Context: an optimization exercise on an open-source flow, tuned for small area. The choices shown serve that exercise and are no tape-out recipe. Function was checked by simulation only, so behaviour that the tests miss may differ from the original. No activity file was given, so power comes from the tool's default toggle rates.

Design vibrometer_tracker, start of the top module:
module vibrometer_tracker
(
    input  wire                             clk,
    input  wire                             aresetn,
    input  wire [4:0]                       log_count_extremum,
    input  wire [2:0]                       shift_extremum,
    input  wire [4:0]                       log_scale,
    input  wire                             filter_enable,
    input  wire [4:0]                       log_throttle,
    input  wire [31:0]                      raw_tdata,
    output wire [15:0]                      lower_threshold,
    output wire [15:0]                      upper_threshold,
    output wire [31:0]                      position_tdata,
    output wire                             filter_tvalid,
    output wire [31:0]                      filter_tdata
);
export LEC_CHECK = 0
export CAP_MARGIN = 20
export CORE_MARGIN = 2
export CORE_UTILIZATION = 40
export SLEW_MARGIN = 20
create_clock -name core_clock -period 8.0 [get_ports {clk}]
standard.sh (not shown) runs the stock make flow with config.mk's settings and CLKGATE_MAP_FILE= SYNTH_SCRIPT=/design/flow/synth_recipe.tcl, a recipe that flattens the netlist after the stock synthesis.
==> flow/flow/run.sh <==
#!/bin/bash
# Standard layout (the standard.sh) with these changes:
#  - synthesis maps the logic with the ABC script flow/abc_map.script (area-oriented) and
#    leaves adders to ABC instead of extracting full/half adder cells (ADDER_MAP_FILE
#    empty); the Yosys script is otherwise the standard one, so the registers, their
#    names and their cells are unchanged
#  - port buffers use the smallest plain buffer instead of the default pick
#  - clock tree synthesis inserts no dummy loads and clusters up to 16 sinks per buffer
set -euo pipefail
W=$PWD
rm -rf "$W/scripts_abc"
cp -r "$FLOW_HOME/scripts" "$W/scripts_abc"
cp "$W/flow/abc_map.script" "$W/scripts_abc/abc_speed.script"
export BUFFER_PORTS_ARGS="-buffer_cell sky130_fd_sc_hd__buf_1"
export CTS_ARGS="-sink_clustering_enable -repair_clock_nets -dont_use_dummy_load -sink_clustering_size 16 -sink_clustering_max_diameter 80 -buf_list {sky130_fd_sc_hd__clkbuf_8}"
bash standard.sh SCRIPTS_DIR="$W/scripts_abc" ADDER_MAP_FILE= synth > synth_flow.log 2>&1
bash standard.sh finish > standard_flow.log 2>&1
==> flow/flow/abc_map.script <==
strash
dc2
dch
map -a
mfs2 -a
strash
dch
map -D 7000
topo
stime -c
buffer -c
upsize -c
dnsize -c
The baseline reached the layout checks and failed them: negative setup slack.
Next try:
--- a/flow/flow/run.sh
+++ b/flow/flow/run.sh
@@ -7,4 +7,5 @@
 #  - port buffers use the smallest plain buffer instead of the default pick
 #  - clock tree synthesis inserts no dummy loads and clusters up to 16 sinks per buffer
+#  - after global routing, repair_timing -recover_power downsizes cells off the critical paths
 set -euo pipefail
 W=$PWD
@@ -13,4 +14,5 @@
 cp "$W/flow/abc_map.script" "$W/scripts_abc/abc_speed.script"
 export BUFFER_PORTS_ARGS="-buffer_cell sky130_fd_sc_hd__buf_1"
+export RECOVER_POWER=100
 export CTS_ARGS="-sink_clustering_enable -repair_clock_nets -dont_use_dummy_load -sink_clustering_size 16 -sink_clustering_max_diameter 80 -buf_list {sky130_fd_sc_hd__clkbuf_8}"
 bash standard.sh SCRIPTS_DIR="$W/scripts_abc" ADDER_MAP_FILE= synth > synth_flow.log 2>&1
==> flow/flow/abc_map.script (replaced) <==
strash
dc2
dch
map -a
mfs2 -a
strash
dch
map -D 5000
topo
stime -c
buffer -c
upsize -c
dnsize -c
Result: Now the flow completed, yet does not pass: max-capacitance violations, max-slew violations; setup slack gains 1.1 ns; area after synthesis climbs by 7.0%; routed wire length is higher by 1.0%; utilization goes down by 5.2 points; power came out lower by 10%; clock power is about the same; sequential share of layout area rose by 1.3 points; cell area fell by 4.6%; maximum frequency is higher by 16%; global-route usage is lower by 0.51 points.

========
== job 4468 ==
Starting RTL as in the previous note.
clock: 8.0 ns
lec_check: 0
cap_margin: 20
core_margin: 2
core_utilization: 40
slew_margin: 20
==> flow/flow/run.sh <==
#!/bin/bash
# Standard layout (the standard.sh) with these changes:
#  - synthesis maps the logic with the area-oriented ABC script flow/abc_map.script and
#    leaves adders to ABC instead of extracting full/half adder cells (ADDER_MAP_FILE
#    empty); the Yosys script is otherwise the standard one, so the registers, their
#    names and their cells are unchanged
#  - port buffers use the smallest plain buffer instead of the default pick
#  - clock tree synthesis inserts no dummy loads and uses smaller clock buffers
set -euo pipefail
W=$PWD
rm -rf "$W/scripts_abc"
cp -r "$FLOW_HOME/scripts" "$W/scripts_abc"
cp "$W/flow/abc_map.script" "$W/scripts_abc/abc_speed.script"
export BUFFER_PORTS_ARGS="-buffer_cell sky130_fd_sc_hd__buf_1"
export CTS_ARGS="-sink_clustering_enable -repair_clock_nets -dont_use_dummy_load -buf_list {sky130_fd_sc_hd__clkbuf_4 sky130_fd_sc_hd__clkbuf_8}"
bash standard.sh SCRIPTS_DIR="$W/scripts_abc" ADDER_MAP_FILE= synth > synth_flow.log 2>&1
bash standard.sh finish > standard_flow.log 2>&1
==> flow/flow/abc_map.script <==
strash
dch
map -a
mfs2 -a
strash
dch
map -a
mfs2 -a
strash
dch
map -a
topo
stime -c
Here is what was changed in the inputs of job 4599 compared with job 4468.
==> flow/flow/run.sh <==
#!/bin/bash
# Standard layout (the standard.sh) with these changes:
#  - synthesis maps the logic with the ABC script flow/abc_map.script (area-oriented) and
#    leaves adders to ABC instead of extracting full/half adder cells (ADDER_MAP_FILE
#    empty); the Yosys script is otherwise the standard one, so the registers, their
#    names and their cells are unchanged
#  - port buffers use the smallest plain buffer instead of the default pick
#  - clock tree synthesis inserts no dummy loads and clusters up to 16 sinks per buffer
set -euo pipefail
W=$PWD
rm -rf "$W/scripts_abc"
cp -r "$FLOW_HOME/scripts" "$W/scripts_abc"
cp "$W/flow/abc_map.script" "$W/scripts_abc/abc_speed.script"
export BUFFER_PORTS_ARGS="-buffer_cell sky130_fd_sc_hd__buf_1"
export CTS_ARGS="-sink_clustering_enable -repair_clock_nets -dont_use_dummy_load -sink_clustering_size 16 -sink_clustering_max_diameter 80 -buf_list {sky130_fd_sc_hd__clkbuf_8}"
bash standard.sh SCRIPTS_DIR="$W/scripts_abc" ADDER_MAP_FILE= synth > synth_flow.log 2>&1
bash standard.sh finish > standard_flow.log 2>&1
==> flow/flow/abc_map.script <==
strash
dc2
dch
map -a
mfs2 -a
strash
dch
map -a
topo
stime -c
buffer -c
upsize -c
dnsize -c
==> notes.md <==
- Job 4599 finished all stages; however, its layout fails the closing checks, the failures being setup timing.
- Relative to job 4468, number of gates resized after CTS has decreased by 72% in job 4599.
- Row die height: job 4599 higher / job 4468 lower
- Comparing job 4468 and job 4599, the higher global-route wire length before repair is on job 4468.
- On net switching component of the power: job 4599 sits below job 4468.
- Lower antenna diode instance count goes to job 4468 over job 4599.
- Job 4468 reports its capturing instance or port of the critical path as axis_differentiator.part[30] while job 4599 reports axis_differentiator.part[11].
- Summary — clock group power, job 4599 relative to job 4468: lower, by about 37%.
> inputs changed (job 4599 -> job 2617)
==> flow/flow/abc_map.script <==
strash
dc2
dch
map -a
mfs2 -a
strash
dc2
dch
map -a
mfs2 -a
strash
dch
map -D 6000
topo
stime -c
buffer -c
upsize -c
dnsize -c
Results
Job 2617 completed end to end with timing, DRC and antenna clean. Met3 routing resource usage after global routing (lower): job 4599. Relative to job 4599, worst setup slack after layout has increased by 0.94 ns in job 2617. Across both runs, worst slack after detailed placement was higher for job 2617 than for job 4599. Against job 4599, job 2617 reports a clock share of power that is higher. A worst setup path startpoint of axis_differentiator.x1[0] is what job 2617 shows, while axis_differentiator.x1[1] belongs to job 4599.
Edits applied to the flow inputs when going from job 2617 to job 2418:
# job 2617
export LEC_CHECK = 0
export CAP_MARGIN = 20
export CORE_MARGIN = 2
export CORE_UTILIZATION = 40
export SLEW_MARGIN = 20
create_clock -name core_clock -period 8.0 [get_ports {clk}]
# job 2418
export LEC_CHECK = 0
export CAP_MARGIN = 20
export CORE_MARGIN = 2
export CORE_UTILIZATION = 65
export SLEW_MARGIN = 20
create_clock -name core_clock -period 8.0 [get_ports {clk}]
==> flow/flow/abc_map.script <==
strash
dc2
dch
map -a
mfs2 -a
strash
dc2
dch
map -a
mfs2 -a
strash
dch
map -D 5500
topo
stime -c
upsize -c
dnsize -c
==> comparison <==
Maximum clock rate of job 2418 exceeds that of job 2617 by a few percent.
Summary of job 2418 over job 2617: met2 wirelength from detailed routing went down by 1.7%; data arrival time of the critical path went down by 0.17 ns.
In terms of switching power, job 2617 and job 2418 differ only marginally.
Changes observed in job 2418 relative to job 2617: overall die area decreased by 38% relative to the old numbers; sequential cell area fraction in the yosys report closely matched the old numbers; clock-pin slew of the registers on the worst-case setup and hold paths closely matched the old numbers.
Total area of multi-input combinational cells for job 2418 is higher than for job 2617.
Looking at highest metal layer with signal wires, the met5 result is from job 2617; the met4 one comes from job 2418.

[re-timing with driven ports]
The results above use ideal ports. As a check the final layouts listed here were re-extracted and re-timed, cells and wires unchanged.
Step 1 sets driving cells, clkbuf_16 on the clock port and buf_2 on the other inputs (assumed; they add their load-dependent delay and slew).
Step 2 moves the port delays by t, midway between the first and last clock arrival at a register: inputs arrive t later, outputs are due t later. That takes back most of the time a late clock gives input paths.
Slacks: ideal / step 1 / step 2; pairs: ideal / step 1.
run	t (ns)	setup WS [ns]	clock arrival spread, ns	worst slew at a driven data input, ns	pins driven straight from the clock port
the first run of note 1	0.710	-0.095 / -0.095 / -0.095	0.065 / 0.065	0.10	1
the second run of note 1	0.730	0.999 / 0.999 / 0.553	0.078 / 0.079	0.12	1
job 4468	0.675	0.308 / 0.308 / 0.308	0.047 / 0.047	0.08	1
job 4599	0.708	-0.221 / -0.221 / -0.221	0.063 / 0.063	0.13	1
job 2617	0.720	0.724 / 0.724 / 0.448	0.062 / 0.063	0.12	1
job 2418	0.698	0.870 / 0.870 / 0.483	0.056 / 0.055	0.09	1
The setup slack of the second run of note 1, which loses most, moves by 0.000 ns with the drivers and by -0.446 ns with both steps.
